Context: an optimization exercise on an open-source flow, tuned for small area. The choices shown serve that exercise and are no tape-out recipe.
The RTL was checked by simulation tests, not by an equivalence proof against the original design.
No driver is modelled on the clock port, so clock power and skew are understated where the tree is cut down; a real chip needs a root buffer or a tree.
Power and IR drop assume default switching activity.

==> flow/design.v <==
module seg_dec(d, y);
	input [3:0] d;
	output [7:0] y;
	assign y[7] = (~d[3] & ~d[2] & ~d[1] & d[0]) | (d[2] & ~d[1] & ~d[0]);
	assign y[6] = d[2] & (d[1] ^ d[0]);
	assign y[5] = ~d[2] & d[1] & ~d[0];
	assign y[4] = (~d[3] & ~d[2] & ~d[1] & d[0]) | (d[2] & ~d[1] & ~d[0]) | (d[2] & d[1] & d[0]);
	assign y[3] = d[0] | (d[2] & ~d[1]);
	assign y[2] = (d[1] & d[0]) | (~d[2] & d[1]) | (~d[3] & ~d[2] & d[0]);
	assign y[1] = (~d[3] & ~d[2] & ~d[1]) | (d[2] & d[1] & d[0]);
	assign y[0] = 1'b1;
endmodule
module cnt10(clk, r, e, q, co);
	input clk, r, e;
	output reg [3:0] q;
	output co;
	wire t = e & q[0];
	assign co = t & q[3];
	always @(posedge clk) begin
		q[0] <= ~r & (q[0] ^ e);
		q[1] <= ~r & (t ? ~(q[1] | q[3]) : q[1]);
		q[2] <= ~r & (t ? (q[2] ^ q[1]) : q[2]);
		q[3] <= ~r & (t ? (q[2] & q[1]) : q[3]);
	end
endmodule
module cnt6(clk, r, e, q, co);
	input clk, r, e;
	output reg [2:0] q;
	output co;
	wire t = e & q[0];
	assign co = t & q[2];
	always @(posedge clk) begin
		q[0] <= ~r & (q[0] ^ e);
		q[1] <= ~r & (t ? ~(q[1] | q[2]) : q[1]);
		q[2] <= ~r & (t ? q[1] : q[2]);
	end
endmodule
module digital_clock(clk, rst, tick_sec, tick_scan, select, y);
	input clk, rst, tick_sec, tick_scan;
	output [7:0] select;
	output [7:0] y;
	wire [3:0] s0, m0;
	wire [2:0] s1, m1;
	wire c1, c2, c3, c4;
	cnt10 us(clk, rst, tick_sec, s0, c1);
	cnt6  ts(clk, rst, c1, s1, c2);
	cnt10 um(clk, rst, c2, m0, c3);
	cnt6  tm(clk, rst, c3, m1, c4);
	reg [3:0] h0;
	reg [1:0] h1;
	wire t = c4 & h0[0];
	always @(posedge clk) begin
		h0[0] <= ~rst & (h0[0] ^ c4);
		h0[1] <= ~rst & (t ? ~(h0[1] | h0[3]) : h0[1]);
		h0[2] <= ~rst & (t ? (h0[2] ^ h0[1]) & ~h1[1] : h0[2]);
		h0[3] <= ~rst & (t ? (h0[2] & h0[1]) : h0[3]);
		h1[0] <= ~rst & ((t & h0[3]) ? ~h1[0] : h1[0]);
		h1[1] <= ~rst & (t ? ((h0[3] & h1[0]) | (h1[1] & ~h0[1])) : h1[1]);
	end
	reg [2:0] j;
	always @(posedge clk) begin
		if (rst) j <= 3'b000;
		else if (tick_scan) j <= {j[1], j[0], ~j[2]};
	end
	wire p0 = ~j[0] & ~j[2];
	wire p1 = j[0] & ~j[1];
	wire p2 = j[1] & ~j[2];
	wire p3 = j[2] & j[0];
	wire p4 = ~j[0] & j[1];
	wire p5 = j[2] & ~j[1];
	assign select = {2'b11, ~p5, ~p4, ~p3, ~p2, ~p1, ~p0};
	wire [3:0] d;
	assign d = ({4{p0}} & s0) | ({4{p1}} & {1'b0, s1}) | ({4{p2}} & m0) |
	           ({4{p3}} & {1'b0, m1}) | ({4{p4}} & h0) | ({4{p5}} & {2'b0, h1});
	seg_dec u(d, y);
endmodule
==> flow/config.mk <==
export PLATFORM = sky130hd
export DESIGN_NAME = digital_clock
export DESIGN_NICKNAME = digital_clock
export VERILOG_FILES = /design/flow/design.v
export SDC_FILE = /design/flow/constraint.sdc
export NUM_CORES = 4
export LEC_CHECK = 0
export ABC_AREA = 1
export CAP_MARGIN = 20
export CORE_AREA = 2 2 68 68
export CTS_BUF_LIST = sky130_fd_sc_hd__clkbuf_8
export DIE_AREA = 0 0 70 70
export SLEW_MARGIN = 20
==> flow/constraint.sdc <==
create_clock -name core_clock -period 50.0 [get_ports {clk}]
set_input_delay 10.0000 -clock core_clock [delete_from_list [all_inputs] [get_ports {clk}]]
set_output_delay 10.0000 -clock core_clock [all_outputs]
set_load 0.01 [all_outputs]
standard.sh (not shown) runs the stock make flow with config.mk's settings and CLKGATE_MAP_FILE= SYNTH_SCRIPT=/design/flow/synth_recipe.tcl, a recipe that flattens the netlist after the stock synthesis.
==> flow/flow/run.sh <==
#!/bin/bash
# Standard synthesis, then an area re-mapping of its combinational logic
# (flip-flops kept), then the standard layout with buf_1 port buffers.
set -euo pipefail
W=$(pwd)
R=$W/orfs/results/$FLOW_PLATFORM/digital_clock/base
bash standard.sh synth > $W/log_synth.txt 2>&1
cp $R/1_2_yosys.v $W/std_synth.v
export LIB=$FLOW_HOME/platforms/$FLOW_PLATFORM/lib/sky130_fd_sc_hd__tt_025C_1v80.lib
export DONT_USE="$(sed -n '/DONT_USE_CELLS/,/^$/p' $FLOW_HOME/platforms/$FLOW_PLATFORM/config.mk | grep -o 'sky130_fd_sc_hd__[a-z0-9_]*' | tr '\n' ' ')"
export IN_V=$W/std_synth.v OUT_V=$W/resynth.v ABC_SCRIPT=$W/flow/area.abc
yosys -c $W/flow/resynth.tcl > $W/log_resynth.txt 2>&1
cp $W/resynth.v $R/1_2_yosys.v
rm -f $R/1_synth.odb $R/1_synth.sdc
bash standard.sh "BUFFER_PORTS_ARGS=-buffer_cell sky130_fd_sc_hd__buf_1" finish > $W/log_layout.txt 2>&1
==> flow/flow/area.abc <==
strash
dch -f
amap
==> flow/flow/resynth.tcl <==
# Re-map the combinational logic of the standard synthesis netlist for area.
# The flip-flops (and tie cells) are kept as they are, with their instance names.
set lib $::env(LIB)
set du {}
foreach c $::env(DONT_USE) { lappend du -dont_use $c }
yosys read_liberty -ignore_miss_func $lib
yosys read_verilog $::env(IN_V)
yosys hierarchy -top $::env(FLOW_TOP)
foreach m {dfxtp_1 dfxtp_2 dfxtp_4 conb_1} {
  catch { yosys setattr -mod -set keep_hierarchy 1 sky130_fd_sc_hd__$m }
}
yosys flatten
yosys opt_clean -purge
yosys abc -liberty $lib {*}$du -script $::env(ABC_SCRIPT)
yosys opt_clean -purge
yosys rename -hide w:*.*
foreach m {dfxtp_1 dfxtp_2 dfxtp_4 conb_1} {
  catch { yosys blackbox sky130_fd_sc_hd__$m }
}
yosys stat -liberty $lib
yosys write_verilog -noattr -selected $::env(OUT_V)
Then changed:
CTS_BUF_LIST = unset   (was sky130_fd_sc_hd__clkbuf_8)
After rerunning: The changed run ran to the end with no violations; global-route usage does not change; sequential power hardly moves; sequential cell count is unchanged; worst hold slack stays the same; non-clock buffer count is unchanged; setup slack stays the same; clock-buffer cell count stays the same; clock skew is unchanged; final cell count does not change; total power does not change; wire length stays the same.
Then changed:
CORE_AREA = unset   (was 2 2 68 68)
CORE_MARGIN = 2   (was unset)
CORE_UTILIZATION = 70   (was unset)
CTS_BUF_LIST = sky130_fd_sc_hd__clkbuf_8   (was unset)
CTS_CLUSTER_DIAMETER = 200   (was unset)
CTS_CLUSTER_SIZE = 30   (was unset)
DIE_AREA = unset   (was 0 0 70 70)
After rerunning: Power drops slightly. Worst setup slack loses 45 ps. Register-to-register slack got worse by 110 ps. Maximum frequency decreases slightly. Wire length rose slightly. Clock power goes down by a few percent. Via count rises by a few percent.
Then changed:
CTS_BUF_LIST = unset   (was sky130_fd_sc_hd__clkbuf_8)
CTS_CLUSTER_DIAMETER = unset   (was 200)
CTS_CLUSTER_SIZE = unset   (was 30)
Result: Combinational power hardly moves; non-clock buffer count does not change; critical path depth does not change.

RTL: the design.v shown in full above, as it stands there.
export LEC_CHECK = 0
export ABC_AREA = 1
export CAP_MARGIN = 20
export CORE_AREA = 2 2 68 68
export DIE_AREA = 0 0 70 70
export GPL_TIMING_DRIVEN = 0
export PLACE_DENSITY = 0.4
export SLEW_MARGIN = 20
create_clock -name core_clock -period 50.0 [get_ports {clk}]
==> flow/flow/run.sh <==
#!/bin/bash
# The standard flow's synthesis with an area-oriented ABC mapping (flow/synth.tcl; the
# registers are the standard synthesis's), then the standard layout with buf_1
# port buffers, one tie cell, and the clock tree collapsed into one buffer.
set -euo pipefail
W=$(pwd)
R=$W/orfs/results/$FLOW_PLATFORM/digital_clock/base
export FLOW_SYNTH_TCL=$W/synth_recipe.tcl MY_ABC_DIR=$W/flow/abc
MK=("SYNTH_SCRIPT=$W/flow/synth.tcl" "BUFFER_PORTS_ARGS=-buffer_cell sky130_fd_sc_hd__buf_1" "SKIP_REPAIR_TIE_FANOUT=1")
bash standard.sh "${MK[@]}" cts > $W/log_layout.txt 2>&1
cp $R/4_cts.odb $W/cts_orig.odb
ODB_IN=$W/cts_orig.odb ODB_OUT=$R/4_cts.odb CLOCK_BUF=sky130_fd_sc_hd__clkbuf_16 \
  openroad -no_init -exit $W/flow/clock_fix.tcl > $W/log_clock_fix.txt 2>&1
touch $R/4_cts.sdc
bash standard.sh "${MK[@]}" finish > $W/log_layout2.txt 2>&1
==> flow/flow/clock_fix.tcl <==
# Collapse the clock tree that CTS built (a root buffer feeding two leaf buffers,
# plus a dummy load) into a single buffer that drives every flip-flop.
# All flip-flops then hang on the same net: no skew between them.
read_db $::env(ODB_IN)
set db [ord::get_db]
set block [ord::get_db_block]
set root [$block findInst clkbuf_0_clk]
set rootnet [[$root findITerm X] getNet]
foreach inst [$block getInsts] {
  set name [$inst getName]
  set m [[$inst getMaster] getName]
  if {[string match clkload* $name]} {
    puts "remove dummy load $name ($m)"
    foreach it [$inst getITerms] { $it disconnect }
    odb::dbInst_destroy $inst
  }
}
foreach inst [$block getInsts] {
  set name [$inst getName]
  if {$inst != $root && [string match clkbuf_* $name]} {
    set out [[$inst findITerm X] getNet]
    puts "remove leaf buffer $name ([[$inst getMaster] getName]), moving its loads to [$rootnet getName]"
    foreach it [$out getITerms] {
      if {[$it getInst] != $inst} {
        $it disconnect
        $it connect $rootnet
      }
    }
    foreach it [$inst getITerms] { $it disconnect }
    odb::dbInst_destroy $inst
    odb::dbNet_destroy $out
  }
}
$root swapMaster [$db findMaster $::env(CLOCK_BUF)]
set n 0
foreach it [$rootnet getITerms] { incr n }
puts "clock net [$rootnet getName] now has $n pins; root is $::env(CLOCK_BUF)"
detailed_placement
check_placement
write_db $::env(ODB_OUT)
Other scripts of this flow, unchanged in this note and not shown: flow/flow/abc/x1.abc, flow/flow/abc/x2.abc, flow/flow/abc/x3.abc, flow/flow/abc/x4.abc, flow/flow/abc/x8.abc, flow/flow/synth.tcl
==> next run, changes <==
--- a/flow/config.mk
+++ b/flow/config.mk
@@ -10,5 +10,3 @@
 export CORE_AREA = 2 2 68 68
 export DIE_AREA = 0 0 70 70
-export GPL_TIMING_DRIVEN = 0
-export PLACE_DENSITY = 0.4
 export SLEW_MARGIN = 20
Cell count climbs by 0.50%.
Register-to-register slack improved by 0.07 ns.
First-iteration DRC count climbs by 70%.
Synthesized cell count does not change.
Global-route usage drops by 1.2 points.
Utilization climbs by 0.18 points.
Routed wire length drops by 5.7%.
Synthesized area is unchanged.
==> next run, changes <==
--- a/flow/flow/run.sh
+++ b/flow/flow/run.sh
@@ -10,5 +10,5 @@
 bash standard.sh "${MK[@]}" cts > $W/log_layout.txt 2>&1
 cp $R/4_cts.odb $W/cts_orig.odb
-ODB_IN=$W/cts_orig.odb ODB_OUT=$R/4_cts.odb CLOCK_BUF=sky130_fd_sc_hd__clkbuf_16 \
+ODB_IN=$W/cts_orig.odb ODB_OUT=$R/4_cts.odb CLOCK_BUF=sky130_fd_sc_hd__buf_12 \
   openroad -no_init -exit $W/flow/clock_fix.tcl > $W/log_clock_fix.txt 2>&1
 touch $R/4_cts.sdc
--- a/flow/config.mk
+++ b/flow/config.mk
@@ -10,3 +10,5 @@
 export CORE_AREA = 2 2 68 68
 export DIE_AREA = 0 0 70 70
+export GPL_TIMING_DRIVEN = 0
+export PLACE_DENSITY = 0.4
 export SLEW_MARGIN = 20
After rerunning:
- The changed run went through all stages and came out clean
- total power goes down by 1.2%
- die area does not change
- cell area goes down by 1.1%
- final cell count goes down by 0.49%
- via count is about the same
- non-clock buffer count goes down by 1
- wire length goes up by 6.0%
- first-iteration DRC count goes down by 45%

[static timing again, ports no longer ideal]
The results above use ideal ports. As a check the final layouts listed here were re-extracted and re-timed, cells and wires unchanged.
Step 1 assumes that a clkbuf_16 drives the clock port and a buf_2 every other input.
Step 2 moves the port delays by t, midway between the first and last clock arrival at a register: inputs arrive t later, outputs are due t later. That takes back most of the time a late clock gives input paths.
Three values: no drivers, after step 1, after step 2; two values: the first two.
| run | shift t [ns] | setup slack, ns | latest minus earliest clock arrival (ns) |
|---|---|---|---|
| the first run of note 1 | 0.284 | 37.149 / 37.125 / 37.409 | 0.005 / 0.005 |
| the second run of note 1 | 0.284 | 37.149 / 37.125 / 37.409 | 0.005 / 0.005 |
| the third run of note 1 | 0.286 | 37.104 / 37.080 / 37.366 | 0.002 / 0.002 |
| the fourth run of note 1 | 0.333 | 37.031 / 37.013 / 37.346 | 0.007 / 0.006 |
| the first run of note 2 | 0.184 | 37.571 / 37.541 / 37.725 | 0.002 / 0.002 |
| the second run of note 2 | 0.180 | 37.591 / 37.563 / 37.744 | 0.004 / 0.005 |
| the third run of note 2 | 0.161 | 37.595 / 37.562 / 37.723 | 0.003 / 0.002 |
After both steps setup and hold are still met in every run listed.
